What follows belongs to an exercise in optimizing a design on an open flow for small area, a short achievable clock period and few clock cycles; a production flow would make more cautious choices.
The RTL was checked by simulation tests, not by an equivalence proof against the original design.

## the reference run
// nzaa_layer
module nzaa_layer(
  clk,
  rst_n,
  ld_en,
  ld_sel,
  ld_addr,
  ld_data,
  start,
  n_in,
  a_in,
  bias,
  need_act,
  done,
  y
);
  input clk;
  input rst_n;
  input ld_en;
  input[1:0] ld_sel;      
  input[4:0] ld_addr;
  input[15:0] ld_data;
  input start;
  input[4:0] n_in;        
  input[255:0] a_in;      
  input[15:0] bias;
  input need_act;
  output reg done;
  output[255:0] y;        
  reg[15:0] v_ram [0:31];
  reg[3:0]  zp_ram [0:31];    
  reg[5:0]  p_ram [0:16];
  always @(posedge clk)
  begin
    if (ld_en && ld_sel == 2'd0)
      v_ram[ld_addr] <= ld_data;
    if (ld_en && ld_sel == 2'd1)
      zp_ram[ld_addr] <= ld_data[3:0] + 4'd1;
    if (ld_en && ld_sel == 2'd2 && ld_addr <= 5'd16)
      p_ram[ld_addr] <= ld_data[5:0];
  end
  integer i, l, m;
  reg[3:0] ecol [0:31];
  reg[31:0] ecs;
  reg[127:0] ec;          
  reg[3:0] c1;
  reg[15:0] lo;
  reg run;
  integer e, ei, e2;
  always @(*)
    for (e = 0; e < 32; e = e + 1)
      begin
        run = 1'b1;
        lo = 16'd0;
        for (ei = 1; ei < 16; ei = ei + 1)
          begin
            run = run && (p_ram[ei] <= e);
            lo[ei] = run;
          end
        c1[3] = lo[8];
        c1[2] = (lo[4] & ~lo[8]) | lo[12];
        c1[1] = (lo[2] & ~lo[4]) | (lo[6] & ~lo[8]) | (lo[10] & ~lo[12]) | lo[14];
        c1[0] = (lo[1] & ~lo[2]) | (lo[3] & ~lo[4]) | (lo[5] & ~lo[6]) | (lo[7] & ~lo[8]) |
                (lo[9] & ~lo[10]) | (lo[11] & ~lo[12]) | (lo[13] & ~lo[14]) | lo[15];
        ec[4*e +: 4] = c1;
      end
  always @(posedge clk)
    for (e2 = 0; e2 < 32; e2 = e2 + 1)
      begin
        ecol[e2] <= ec[4*e2 +: 4];
        ecs[e2] <= (p_ram[0] == e2) || (e2 > 0 && ec[4*e2 +: 4] != ec[4*((e2 + 31) % 32) +: 4]);
      end
  reg busy;               
  reg pre;                
  reg fetching;
  reg[255:0] a_reg;
  reg act;
  reg[15:0] breg;
  reg[5:0] pe;            
  reg[2:0] g;             
  reg[7:0] gsel;          
  reg[3:0] r_last;        
  reg hold;               
  reg plast;
  reg pw;                 
  wire accept = start && !busy;
  wire[4:0] n_cl = (n_in > 5'd16) ? 5'd16 : n_in;
  wire[5:0] p0 = p_ram[0];
  wire[2:0] g0 = p0[5] ? 3'd7 : p0[4:2];
  wire[255:0] a_src = busy ? a_reg : a_in;
  wire[5:0] pe_src = busy ? pe : p_ram[n_cl];
  wire fadv = busy ? fetching : (start && !pw);    
  reg[3:0]  lv, cs;
  reg[15:0] zp, rr;
  ...
Size in the first run: roughly 18000 cells after synthesis, ~2200 flip-flops, roughly 160000 µm² of cells after synthesis.
==> flow/config.mk <==
export PLATFORM = sky130hd
export DESIGN_NAME = nzaa_layer
export DESIGN_NICKNAME = nzaa_layer
export VERILOG_FILES = /design/flow/design.v
export SDC_FILE = /design/flow/constraint.sdc
export NUM_CORES = 4
export LEC_CHECK = 0
export CAP_MARGIN = 20
export CORE_MARGIN = 2
export CORE_UTILIZATION = 40
export PLACE_DENSITY = 0.6
export SETUP_SLACK_MARGIN = 4.4
export SLEW_MARGIN = 20
==> flow/constraint.sdc <==
create_clock -name core_clock -period 10.0 [get_ports {clk}]
set_input_delay 2.0000 -clock core_clock [delete_from_list [all_inputs] [get_ports {clk}]]
set_output_delay 2.0000 -clock core_clock [all_outputs]
set_load 0.01 [all_outputs]
run.sh (not shown) runs the stock make flow with config.mk's settings and CLKGATE_MAP_FILE= SYNTH_SCRIPT=/design/flow/synth_recipe.tcl, a recipe that flattens the netlist after the stock synthesis.
Testbench counts of the reference run, summed over its fixed seeds: cycles 2,210.
## Diff of input files: the trial run against the reference run
Settings: removing SETUP_SLACK_MARGIN (formerly 4.4).
Findings:
The trial run finished end to end and its layout was clean on timing, DRC and antenna. Fraction of final layout cells sized beyond drive strength 1, the trial run and the reference run, lower one = the trial run. Going from the reference run to the trial run, design area shrank by a few percent. | overall routed net length | the trial run vs the reference run | about 2% lower |. For count of non-CTS buffers in the layout, dividing the value from the reference run by the value from the trial run gives 1.4. Looking at launching instance or port of the critical path, the gsel[1] result is from the reference run; the phit[54] one comes from the trial run. Detailed-placement wirelength estimate, the trial run and the reference run, lower one = the trial run. Lower post-layout minimum cycle time goes to the reference run over the trial run.

separate check: timing with driven ports:
How much do the figures lean on ideal ports? The routed layouts below were timed once more, with nothing changed but the port constraints. Step 1 assumes that a clkbuf_16 drives the clock port and a buf_2 every other input. Step 2 adds t to the input delays and takes it off the output delays; t is the mean of the earliest and latest rising clock arrival at the registers after step 1. Input paths then give back, and output paths get back, about the clock's delay inside the block. Slacks: no drivers / after step 1 / after step 2; pairs: no drivers / after step 1.
| run | shift t [ns] | setup WS [ns] | clock arrival spread, ns |
|---|---|---|---|
| the reference run | 1.053 | 4.408 / 4.408 / 3.783 | 0.078 / 0.078 |
| the trial run | 1.103 | 3.625 / 3.625 / 2.988 | 0.104 / 0.104 |
After both steps every run listed still meets setup and hold. For the trial run, which loses most, drivers alone change the setup slack by 0.000 ns; drivers and shift together by -0.637 ns.
